What follows belongs to an exercise in optimizing a design on an open flow for small area; a production flow would make more cautious choices.
Function was checked by simulation only, so behaviour that the tests miss may differ from the original.

===== flow/run.sh =====
#!/bin/bash
# synth_recipe.tcl (not shown) runs the flow's synth.tcl, then flattens the netlist and writes it again
# the make line also repeats each setting of config.mk as NAME=value (left out here)
make -C /OpenROAD-flow-scripts/flow DESIGN_CONFIG=/design/flow/config.mk WORK_HOME=/design/flow/orfs CLKGATE_MAP_FILE= SYNTH_SCRIPT=/design/flow/synth_recipe.tcl finish

===== flow/config.mk =====
export PLATFORM = sky130hd
export DESIGN_NAME = CORDIC_COS_SIN
export DESIGN_NICKNAME = CORDIC_COS_SIN
export VERILOG_FILES = /design/flow/design.v
export SDC_FILE = /design/flow/constraint.sdc
export NUM_CORES = 4
export LEC_CHECK = 0
export CAP_MARGIN = 20
export CORE_MARGIN = 2
export CORE_UTILIZATION = 40
export SLEW_MARGIN = 20

===== flow/constraint.sdc =====
create_clock -name core_clock -period 5.0 [get_ports {clk}]
set_input_delay 1.0000 -clock core_clock [delete_from_list [all_inputs] [get_ports {clk}]]
set_output_delay 1.0000 -clock core_clock [all_outputs]
set_load 0.01 [all_outputs]

===== flow/design.v =====
module CORDIC_COS_SIN #(
    parameter DATA_WIDTH = 16,
    parameter PHASE_WIDTH = 32,
    parameter STAGE = 16
) (
    input clk,
    input rst,
    input en,
    input mode,      
    input signed [DATA_WIDTH-1:0] x0,
    input signed [DATA_WIDTH-1:0] y0,
    input signed [PHASE_WIDTH-1:0] phase,    
    output valid,
    output [DATA_WIDTH:0] cos,
    output [DATA_WIDTH:0] sin
);
parameter K = 32'd39797;     
parameter [PHASE_WIDTH*STAGE-1:0] atan = {32'd128, 32'd256, 32'd448, 32'd896, 32'd1856, 32'd3648, 32'd7360, 32'd14656, 32'd29312,
                                         32'd58688, 32'd117312, 32'd234368, 32'd466944, 32'd919872, 32'd1740992, 32'd2949120};
integer i, j;
wire [1:0] quadrant;
assign quadrant = phase[PHASE_WIDTH-1:PHASE_WIDTH-2];
reg signed [DATA_WIDTH:0] x_pre;
reg signed [DATA_WIDTH:0] y_pre;
reg signed [PHASE_WIDTH-1:0] z_pre;
reg signed [DATA_WIDTH:0] x [0:STAGE-1];
reg signed [DATA_WIDTH:0] y [0:STAGE-1];
reg signed [PHASE_WIDTH-1:0] z [0:STAGE-1];
reg signed [DATA_WIDTH:0] x_shift [0:STAGE-1]; 
reg signed [DATA_WIDTH:0] y_shift [0:STAGE-1];
reg [STAGE-1:0] sign;
always @(*) begin
    for(i=0; i<STAGE; i=i+1)begin
        x_shift[i] = x[i] >>> i;
        y_shift[i] = y[i] >>> i;
        sign[i] = z[i][PHASE_WIDTH-1];
    end
end
wire [DATA_WIDTH:0] x0_pos, x0_neg;
wire [DATA_WIDTH:0] y0_pos, y0_neg;
assign x0_pos = (x0 == 0) ? 0 : {1'b0, x0};
assign x0_neg = (x0 == 0) ? 0 : {1'b1, (~x0)+16'b1};
assign y0_pos = (y0 == 0) ? 0 : {1'b0, y0};
assign y0_neg = (y0 == 0) ? 0 : {1'b1, (~y0)+16'b1};
always @(posedge clk or posedge rst) begin
    if(rst)begin
        x_pre <= 0;
        y_pre <= 0;
        z_pre <= 0;
    end
    else begin
        if(en)begin
            case (quadrant)
                0:begin
                    x_pre <= x0_pos;
                    y_pre <= y0_pos;
                    z_pre <= phase;
                end
                1:begin
                    x_pre <= y0_neg;
                    y_pre <= x0_pos;
                    z_pre <= {2'b00, phase[29:0]};
                end
                2:begin
                    x_pre <= y0_pos;
                    y_pre <= x0_neg;
                    z_pre <= {2'b11, phase[29:0]};
                end
                3:begin
                    x_pre <= x0_pos;
                    y_pre <= y0_pos;
                    z_pre <= phase;
                end
            endcase
        end
        else begin
            x_pre <= 0;
            y_pre <= 0;
            z_pre <= 0;
        end
    end
end
always @(posedge clk or posedge rst) begin
    if(rst)begin
        for(i=0; i<STAGE; i=i+1)begin
            x[i] <= 0;
            y[i] <= 0;
            z[i] <= 0;
        end
    end
    else begin
        x[0] <= x_pre;
        y[0] <= y_pre;
        z[0] <= z_pre;
        for(i=0; i<STAGE-1; i=i+1)begin    
            x[i+1] <= sign[i] ? x[i]+y_shift[i] : x[i]-y_shift[i];
            y[i+1] <= sign[i] ? y[i]-x_shift[i] : y[i]+x_shift[i];
            z[i+1] <= sign[i] ? z[i]+atan[32*(i+1)-1 -: 32] : z[i]-atan[32*(i+1)-1 -: 32];
        end
    end
end
assign cos = x[STAGE-1];
assign sin = y[STAGE-1];
assign valid = en_dly[STAGE];
reg [4:0] cnt;
always @(posedge clk or posedge rst) begin
    if(rst)begin
        cnt <= 0;
    end
    else begin
        if(cnt == 0)begin
            if(en)begin
                cnt <= cnt + 1;
            end
        end
        else begin
            cnt <= (cnt == 16) ? 0 : cnt+1;
        end
    end
end
reg [STAGE:0] en_dly;
always @(posedge clk or posedge rst) begin
    if(rst)begin
        en_dly <= 0;
    end
    else begin
        en_dly[0] <= en;
        for(i=0; i<STAGE; i=i+1)begin
            en_dly[i+1] <= en_dly[i];
        end
    end
end
endmodule

==> impl_metrics.tcl <==
set metrics [dict create \
    status "timing/DRC/antenna clean" \
    num_io_pins 103 \
    yosys.area.top_type "dfrtp_1" \
    slew_viol_final 0 \
    cp-start-kind "flop" \
    area_growth_syn_to_layout_pct 11.8 \
    coreArea_mm2 0.169 \
    fin_util 0.449 \
    ys_ff_latch 983 \
    required_ns 5.60 \
    seqCellArea_mm2 0.0246 \
    timing.rr.start "x[14][16]" \
    grt_max_degree 144 \
    cts_buffers 113 \
    die_h_um 416 \
    vias 51693 \
    cp_max_fo 4 \
    wire_per_inst_um 15.7 \
    clockBufferDepth 3 \
    tightest_slew_ns 0.839 \
    grt_pass1_vias 51388 \
    stdcell_area_mm2 0.0760 \
    via_per_inst 5.33 \
    clock_latency_ns 0.73 \
    synthesis.nets 8202 \
    worstSetupEndpointType "flop" \
    placed_cell_area_mm2 0.0719 \
    ys_seq_area_frac 0.362 \
    hold_viol 0 \
    critPathKind "reg -> reg" \
    r2r_slack_ns 0.93 \
    die_w_um 416 \
    cts.sinks 983 \
    cts_tree "built" \
    syn_inst 7208 \
    row_count 151 \
    drtIter0Drc 2661 \
    clkTransAtPathRegs_ns 0.07 \
    grt.total_usage 0.176 \
    ys_warn_count 6 \
    yosys-top-cells-count "983 x dfrtp_1, 882 x ha_1, 674 x a21oi_1, 578 x xnor2_1, 554 x nor2_1" \
    yosysMostFrequentCell "dfrtp_1" \
    startpoint "x[14][16]" \
    synthDistinctLibCells 82 \
    avgSynthCellArea_um2 9.42 \
    r2r-end "y[15][15]" \
    dp_slack_ns 0.569 \
    initial_core_util 0.402 \
    drt-pass1-iter-count 6 \
    synth.area.top_cells "dfrtp_1 36%, ha_1 16%, xnor2_1 7.5%, a21oi_1 5.0%, xor2_1 3.5%" \
    ctsResizeCount 0 \
    ys_async_sr_fraction 1.00 \
    rr_worst_depth 14 \
    grt_first_pass_wirelength_um 256000 \
    fin_ws_ns 0.925 \
    multi_input_area_mm2 0.0413 \
    min_path_type "reg -> reg" \
    postCtsSetupBuffers 0 \
    ant_nets 0 \
    slew_headroom 0.425 \
    clock_skew_ns 0.0364 \
    synth_edf_count 0 \
    die_area_mm2 0.173 \
    antenna_found_initial 0 \
    synth_ff_type "dfrtp_1" \
    routabilityCongestion 0.884 \
    nets 8384 \
    rsz0062_at_grt "false" \
    hpwl_um 120000 \
    cts_htree_levels 3 \
    crit_path_end "y[15][15]" \
    min_period_ns 4.07 \
    fmax_mhz 245 \
    drive_gt1_frac 0.0462 \
    io_buffers 95 \
    grt_overflow_total 0 \
    cts_root_buf "clkbuf_16" \
    max_cap_violations 0 \
    ctsHoldBuffers 0 \
    setup_viol 0 \
    drc_errors 0 \
    routed_wl_um 152000 \
    synth.cell_area_mm2 0.0679 \
    fill_cells 16012 \
    finalCritPeriodShare 0.815 \
    cp_data_arrival_time_ns 4.68 \
    diodes 0 \
    synth_top_area_share 0.362 \
]
## area by class of cell
class                      instances  area share
clock buffer                     158      0.0434
clock inverter                    52      0.0103
inverter                         457      0.0226
multi-input combinational       5680       0.543
sequential                       983       0.324
tap                             2218      0.0365
timing repair buffer             155      0.0201
## worst min-delay path by stage
stage	from	end	cells past startpoint
after global routing	z[3][6]	z[4][6]	0
after detailed placement	x_pre[9]	x[0][9]	0
after CTS	y_pre[9]	y[0][9]	0
final	y_pre[9]	y[0][9]	0
after global placement	y_pre[5]	y[0][5]	0
after floorplan	en_dly[9]	en_dly[10]	0
## state kept, by name, indices dropped and copies added (netlist names)
signal and flops:
z 364, y 272, x 271, z_pre 25, en_dly 17, x_pre 17
y_pre 17
## metal layers
layer | share of wire | GRT usage | vias to the layer above
met2 | 0.50 | 0.320 | 745
met5 | 0 | 0 | -
met1 | 0.44 | 0.217 | 24704
met4 | 0.026 | 0.0502 | 0
met3 | 0.031 | 0.0229 | 242
li1 | - | - | 26002
## critical path, stage by stage (launching register included)
cell and delay, ns:
dfrtp_1 0.41, inv_1 0.13, nand3_1 0.10, ha_1 0.27, inv_1 0.03, o21ai_0 0.50, ha_1 0.37, a21boi_0 0.19
o211ai_1 0.28, a21oi_1 0.13, a2111oi_0 0.62, buf_4 0.23, nor3_1 0.07, o21ai_0 0.16, or3b_2 0.44
## kinds of logic after synthesis
family | after synthesis | synth area share
xor gates and xnor gates | 852 | 0.110
and+or+nand+nor | 1935 | 0.137
AOI/OAI and AO/OA | 1905 | 0.175
muxes | 62 | 0.00958
buffers and inverters | 545 | 0.0303
adders and majority gates | 926 | 0.175
DFF | 983 | 0.362
## layout by cell type, fill, tap and decap left out, types with 22 or more instances in the layout
| cell type | instances |
|---|---|
| clkdlybuf4s50_1 | 95 |
| and3_1 | 100 |
| dfrtp_1 | 983 |
| inv_1 | 451 |
| a21oi_1 | 674 |
| nand2_1 | 422 |
| mux2i_1 | 38 |
| nand4_1 | 29 |
| nor4_1 | 27 |
| a211o_1 | 34 |
| nand2b_1 | 59 |
| fa_1 | 44 |
| clkbuf_8 | 28 |
| nor2b_1 | 108 |
| nor3_1 | 201 |
| nor2_1 | 554 |
| a21o_1 | 198 |
| a31o_2 | 29 |
| xor2_1 | 273 |
| and2_1 | 92 |
| buf_4 | 50 |
| a31oi_1 | 67 |
| nand3_1 | 162 |
| a21boi_0 | 46 |
| a211oi_1 | 99 |
| o21bai_1 | 81 |
| o21a_1 | 52 |
| xnor2_1 | 578 |
| o21ai_0 | 395 |
| a221oi_1 | 22 |
| ha_1 | 882 |
| or3_1 | 89 |
| mux2_2 | 24 |
| clkbuf_16 | 114 |
| o211ai_1 | 28 |
## stage by stage
stage / hold WS (ns) / TNS (ns) / std cells
after detailed placement: 0.335 / 0 / 9493
after global placement: 0.332 / 0 / 9493
final: 0.343 / 0 / 9703
after floorplan: 0.331 / -9378.26 / 7208
after global routing: 0.347 / 0 / 9703
after CTS: 0.346 / 0 / 9703

static timing again, ports no longer ideal:
No port has a modelled driver above. Below, the same layout with a new extraction and two added sets of constraints.
Step 1, drivers: a clkbuf_16 drives clk and a buf_2 each remaining input, both assumed.
Step 2 times the ports against the registers' clock, not the clock port: input delays grow and output delays shrink by t, the midpoint of the rising clock arrivals with the driver on.
Three values: ideal, step 1, step 2; two values: the first two.
t, ns: 0.799
slack for setup (ns): 0.925 / 0.925 / 0.605
worst hold slack (ns): 0.343 / 0.343 / 0.343
worst slew at a driven data input, ns: 0.05
After both steps this run still meets setup and hold. The setup slack of this run moves by 0.000 ns with the drivers and by -0.320 ns with both steps.
